What follows belongs to an exercise in optimizing a design on an open flow for small area; a production flow would make more cautious choices.
The RTL was checked by simulation tests, not by an equivalence proof against the original design.
Power figures rest on the tool's default switching activity, not on a simulated workload.

Setup of v53:
Design ALU_top, start of the top module:
module ALU_top (
    input  wire        clk,
    input  wire [31:0] operand1,
    input  wire [31:0] operand2,
    input  wire [2:0]  opcode,
    input  wire        is_signed,
    output reg  [31:0] alu_res
);
    reg [31:0] op1_q, op2_q;
    reg [2:0]  opc_q;
    reg        sgn_q;
    wire [31:0] res;
    always @(posedge clk) begin
        op1_q   <= operand1;
        op2_q   <= operand2;
        opc_q   <= opcode;
        sgn_q   <= is_signed;
        alu_res <= res;
    end
    ALU u_alu (
        .operand1(op1_q),
        .operand2(op2_q),
        .alu_res(res),
        .opcode(opc_q),
        .is_signed(sgn_q)
    );
endmodule
Size: ~100 flip-flops, about 100 I/O pins, about 5300 um2 of cells after synthesis.
==> flow/config.mk <==
export PLATFORM = sky130hd
export DESIGN_NAME = ALU_top
export DESIGN_NICKNAME = ALU_top
export VERILOG_FILES = /design/flow/design.v
export SDC_FILE = /design/flow/constraint.sdc
export NUM_CORES = 4
export LEC_CHECK = 0
export CAP_MARGIN = 20
export CORE_MARGIN = 2
export CORE_UTILIZATION = 45
export SLEW_MARGIN = 20
==> flow/constraint.sdc <==
create_clock -name core_clock -period 4.5 [get_ports {clk}]
set_input_delay 0.9000 -clock core_clock [delete_from_list [all_inputs] [get_ports {clk}]]
set_output_delay 0.9000 -clock core_clock [all_outputs]
set_load 0.01 [all_outputs]
standard.sh (not shown) runs the stock make flow with config.mk's settings and CLKGATE_MAP_FILE= SYNTH_SCRIPT=/design/flow/synth_recipe.tcl, a recipe that flattens the netlist after the stock synthesis.
==> flow/flow/run.sh <==
#!/bin/bash
# Own flow: the ALU is written as a netlist of cell models (ALU_<cell>, see gen/).
# Swap each model for the sky130 cell of the same function and pins, then run the
# standard ORFS flow on that design. Everything else is the standard layout.
set -euo pipefail
cd "$(dirname "$0")/.."
DESIGN=${FLOW_DESIGN:-$PWD/design.v}
sed -e '/CELL MODELS BEGIN/,/CELL MODELS END/d' \
    -e 's/^\(\s*\)ALU_\([a-z0-9]*\) /\1sky130_fd_sc_hd__\2_1 /' "$DESIGN" > "$PWD/mapped.v"
grep -c 'sky130_fd_sc_hd__' "$PWD/mapped.v" > map.log
bash standard.sh VERILOG_FILES="$PWD/mapped.v" finish > standard.log 2>&1
In summary, v53 completed successfully, with a layout that passed the timing, design-rule and antenna checks.
Input-level comparison between v55 and v53:
# v53
export LEC_CHECK = 0
export CAP_MARGIN = 20
export CORE_MARGIN = 2
export CORE_UTILIZATION = 45
export SLEW_MARGIN = 20
create_clock -name core_clock -period 4.5 [get_ports {clk}]
# v55
export LEC_CHECK = 0
export CAP_MARGIN = 20
export CORE_MARGIN = 2
export CORE_UTILIZATION = 65
export GPL_TIMING_DRIVEN = 0
export SLEW_MARGIN = 20
create_clock -name core_clock -period 4.5 [get_ports {clk}]
diff --git a/flow/flow/run.sh b/flow/flow/run.sh
--- a/flow/flow/run.sh
+++ b/flow/flow/run.sh
@@ -4 +4,2 @@
-# standard ORFS flow on that design. Everything else is the standard layout.
+# standard ORFS flow on that design, with plain buf_1 cells as the port buffers and
+# a clock tree of clkbuf_8 without dummy loads.
@@ -11 +12,4 @@
-bash standard.sh VERILOG_FILES="$PWD/mapped.v" finish > standard.log 2>&1
+bash standard.sh VERILOG_FILES="$PWD/mapped.v" \
+    BUFFER_PORTS_ARGS="-buffer_cell sky130_fd_sc_hd__buf_1" \
+    CTS_ARGS="-sink_clustering_enable -repair_clock_nets -dont_use_dummy_load -buf_list sky130_fd_sc_hd__clkbuf_8" \
+    finish > standard.log 2>&1
Notes after the runs:
On via density per instance, the higher figure sits with v55, not v53.
Hold slack on v55 is down relative to v53.
The lower cell count of the worst hold path of v53 and v55 is in v55.
In the metrics for v53 and v55, the one carrying the lower number of cells in the finished layout apart from fillers is v55.
Comparing v53 and v55, post-route standard cell area excluding fillers is higher on v53.
On unique cell type count in the Yosys netlist, v53 tracks v55 almost exactly.
[diff] power spent charging and discharging nets, v55 relative to v53: improvement
On placement-stage worst setup slack: between v53 and v55, it ends up lower for v55.
The following lists how v14 was set up differently from v55:
# v55
export LEC_CHECK = 0
export CAP_MARGIN = 20
export CORE_MARGIN = 2
export CORE_UTILIZATION = 65
export GPL_TIMING_DRIVEN = 0
export SLEW_MARGIN = 20
create_clock -name core_clock -period 4.5 [get_ports {clk}]
# v14
export LEC_CHECK = 0
export CAP_MARGIN = 20
export CORE_MARGIN = 2
export CORE_UTILIZATION = 45
export SLEW_MARGIN = 20
create_clock -name core_clock -period 4.5 [get_ports {clk}]
Notes after the runs:
Share of the clock period used by the worst path in v14 is 2.2 points below v55. v55 → v14: cell area higher; die area moved up; flip-flop and latch share of the layout cell area down 0.39 points; average vias per placed instance shows a reduction of 10%; number of clock sinks comparable.
The inputs of v5 differ from those of v14 as listed below.
# v14
export LEC_CHECK = 0
export CAP_MARGIN = 20
export CORE_MARGIN = 2
export CORE_UTILIZATION = 45
export SLEW_MARGIN = 20
create_clock -name core_clock -period 4.5 [get_ports {clk}]
# v5
export LEC_CHECK = 0
export CAP_MARGIN = 20
export CORE_MARGIN = 2
export CORE_UTILIZATION = 45
export GPL_TIMING_DRIVEN = 0
export SLEW_MARGIN = 20
create_clock -name core_clock -period 4.5 [get_ports {clk}]
[summary]
Taking v5 as 1.0, v14 lands at 1.10 on buffer count excluding the clock tree in the final layout. [compare] base=v14 new=v5: critical path data arrival time down 0.13 ns, final cell area excluding filler cells held.

main:
Starting RTL as in the previous note.
Design ALU_top, start of the top module:
module ALU_top (
    input  wire        clk,
    input  wire [31:0] operand1,
    input  wire [31:0] operand2,
    input  wire [2:0]  opcode,
    input  wire        is_signed,
    output reg  [31:0] alu_res
);
    reg [31:0] op1_q, op2_q;
    reg [2:0]  opc_q;
    reg        sgn_q;
    wire [31:0] res;
    always @(posedge clk) begin
        op1_q   <= operand1;
        op2_q   <= operand2;
        opc_q   <= opcode;
        sgn_q   <= is_signed;
        alu_res <= res;
    end
    ALU u_alu (
        .operand1(op1_q),
        .operand2(op2_q),
        .alu_res(res),
        .opcode(opc_q),
        .is_signed(sgn_q)
    );
endmodule
Settings: LEC_CHECK=0, CAP_MARGIN=20, CORE_MARGIN=2, CORE_UTILIZATION=45, CTS_BUF_LIST=sky130_fd_sc_hd__clkbuf_8, SLEW_MARGIN=20; clock period 4.5 ns.
==> flow/flow/run.sh <==
#!/bin/bash
# Own flow: the ALU is written as a netlist of cell models (ALU_<cell>, see gen/).
# Swap each model for the sky130 cell of the same function and pins, then run the
# standard ORFS flow on that design, with plain buf_1 cells as the port buffers.
set -euo pipefail
cd "$(dirname "$0")/.."
DESIGN=${FLOW_DESIGN:-$PWD/design.v}
sed -e '/CELL MODELS BEGIN/,/CELL MODELS END/d' \
    -e 's/^\(\s*\)ALU_\([a-z0-9]*\) /\1sky130_fd_sc_hd__\2_1 /' "$DESIGN" > "$PWD/mapped.v"
grep -c 'sky130_fd_sc_hd__' "$PWD/mapped.v" > map.log
bash standard.sh VERILOG_FILES="$PWD/mapped.v" \
    BUFFER_PORTS_ARGS="-buffer_cell sky130_fd_sc_hd__buf_1" \
    finish > standard.log 2>&1
What the feature branch does differently from main at the input level:
==> flow/flow/run.sh <==
#!/bin/bash
# Own flow: the ALU is written as a netlist of cell models (ALU_<cell>, see gen/).
# Swap each model for the sky130 cell of the same function and pins, then run the
# standard ORFS flow on that design, with plain buf_1 cells as the port buffers and
# a clock tree of clkbuf_8 without dummy loads.
set -euo pipefail
cd "$(dirname "$0")/.."
DESIGN=${FLOW_DESIGN:-$PWD/design.v}
sed -e '/CELL MODELS BEGIN/,/CELL MODELS END/d' \
    -e 's/^\(\s*\)ALU_\([a-z0-9]*\) /\1sky130_fd_sc_hd__\2_1 /' "$DESIGN" > "$PWD/mapped.v"
grep -c 'sky130_fd_sc_hd__' "$PWD/mapped.v" > map.log
bash standard.sh VERILOG_FILES="$PWD/mapped.v" \
    BUFFER_PORTS_ARGS="-buffer_cell sky130_fd_sc_hd__buf_1" \
    CTS_ARGS="-sink_clustering_enable -repair_clock_nets -dont_use_dummy_load -buf_list sky130_fd_sc_hd__clkbuf_8" \
    finish > standard.log 2>&1
==> flow/config.mk <==
export PLATFORM = sky130hd
export DESIGN_NAME = ALU_top
export DESIGN_NICKNAME = ALU_top
export VERILOG_FILES = /design/flow/design.v
export SDC_FILE = /design/flow/constraint.sdc
export NUM_CORES = 4
export LEC_CHECK = 0
export CAP_MARGIN = 0
export CORE_MARGIN = 2
export CORE_UTILIZATION = 45
export GPL_TIMING_DRIVEN = 0
export SLEW_MARGIN = 0
--- outcome ---
Critical-path cell with the highest stage delay: sky130_fd_sc_hd__dfxtp_1 -> the feature branch, sky130_fd_sc_hd__a21oi_1 -> main. Looking at total internal power, the feature branch sits 8.4% below main. Sequential power share (the feature branch over main): increase, 4.1 points. Going from main to the feature branch, max-slew violation count has remained practically unchanged; share of power burned in the clock network shows a reduction of 5.1 points; worst relative slew slack dropped 12 points; worst-path maximum fanout shows an increase of 18; post-route worst setup slack shows a reduction of 0.012 ns. Length of the first detailed-routing pass in iterations came out lower on the feature branch than on main. Post-route clock period utilization: the feature branch higher than main.

[afterwards: timing with drivers on the ports]
The results above use ideal ports. As a check the final layouts listed here were re-extracted and re-timed, cells and wires unchanged.
Step 1, drivers: a clkbuf_16 drives clk and a buf_2 each remaining input, both assumed.
Step 2 moves the port delays by t, midway between the first and last clock arrival at a register: inputs arrive t later, outputs are due t later. That takes back most of the time a late clock gives input paths.
Three values: no drivers, after step 1, after step 2; two values: the first two.
run	t, ns	slack for setup (ns)	clock arrival spread, ns	slew at the worst register clock pin (ns)	pins driven straight from the clock port
v53	0.392	0.385 / 0.385 / 0.385	0.007 / 0.006	0.07 / 0.07	1
v55	0.388	0.147 / 0.147 / 0.147	0.038 / 0.038	0.11 / 0.11	1
v14	0.401	0.245 / 0.245 / 0.245	0.014 / 0.013	0.08 / 0.08	1
v5	0.407	0.373 / 0.373 / 0.373	0.020 / 0.021	0.09 / 0.09	1
main	0.414	0.258 / 0.258 / 0.258	0.008 / 0.007	0.09 / 0.09	1
the feature branch	0.408	0.247 / 0.247 / 0.247	0.023 / 0.023	0.10 / 0.10	1
After both steps setup and hold are still met in every run listed.
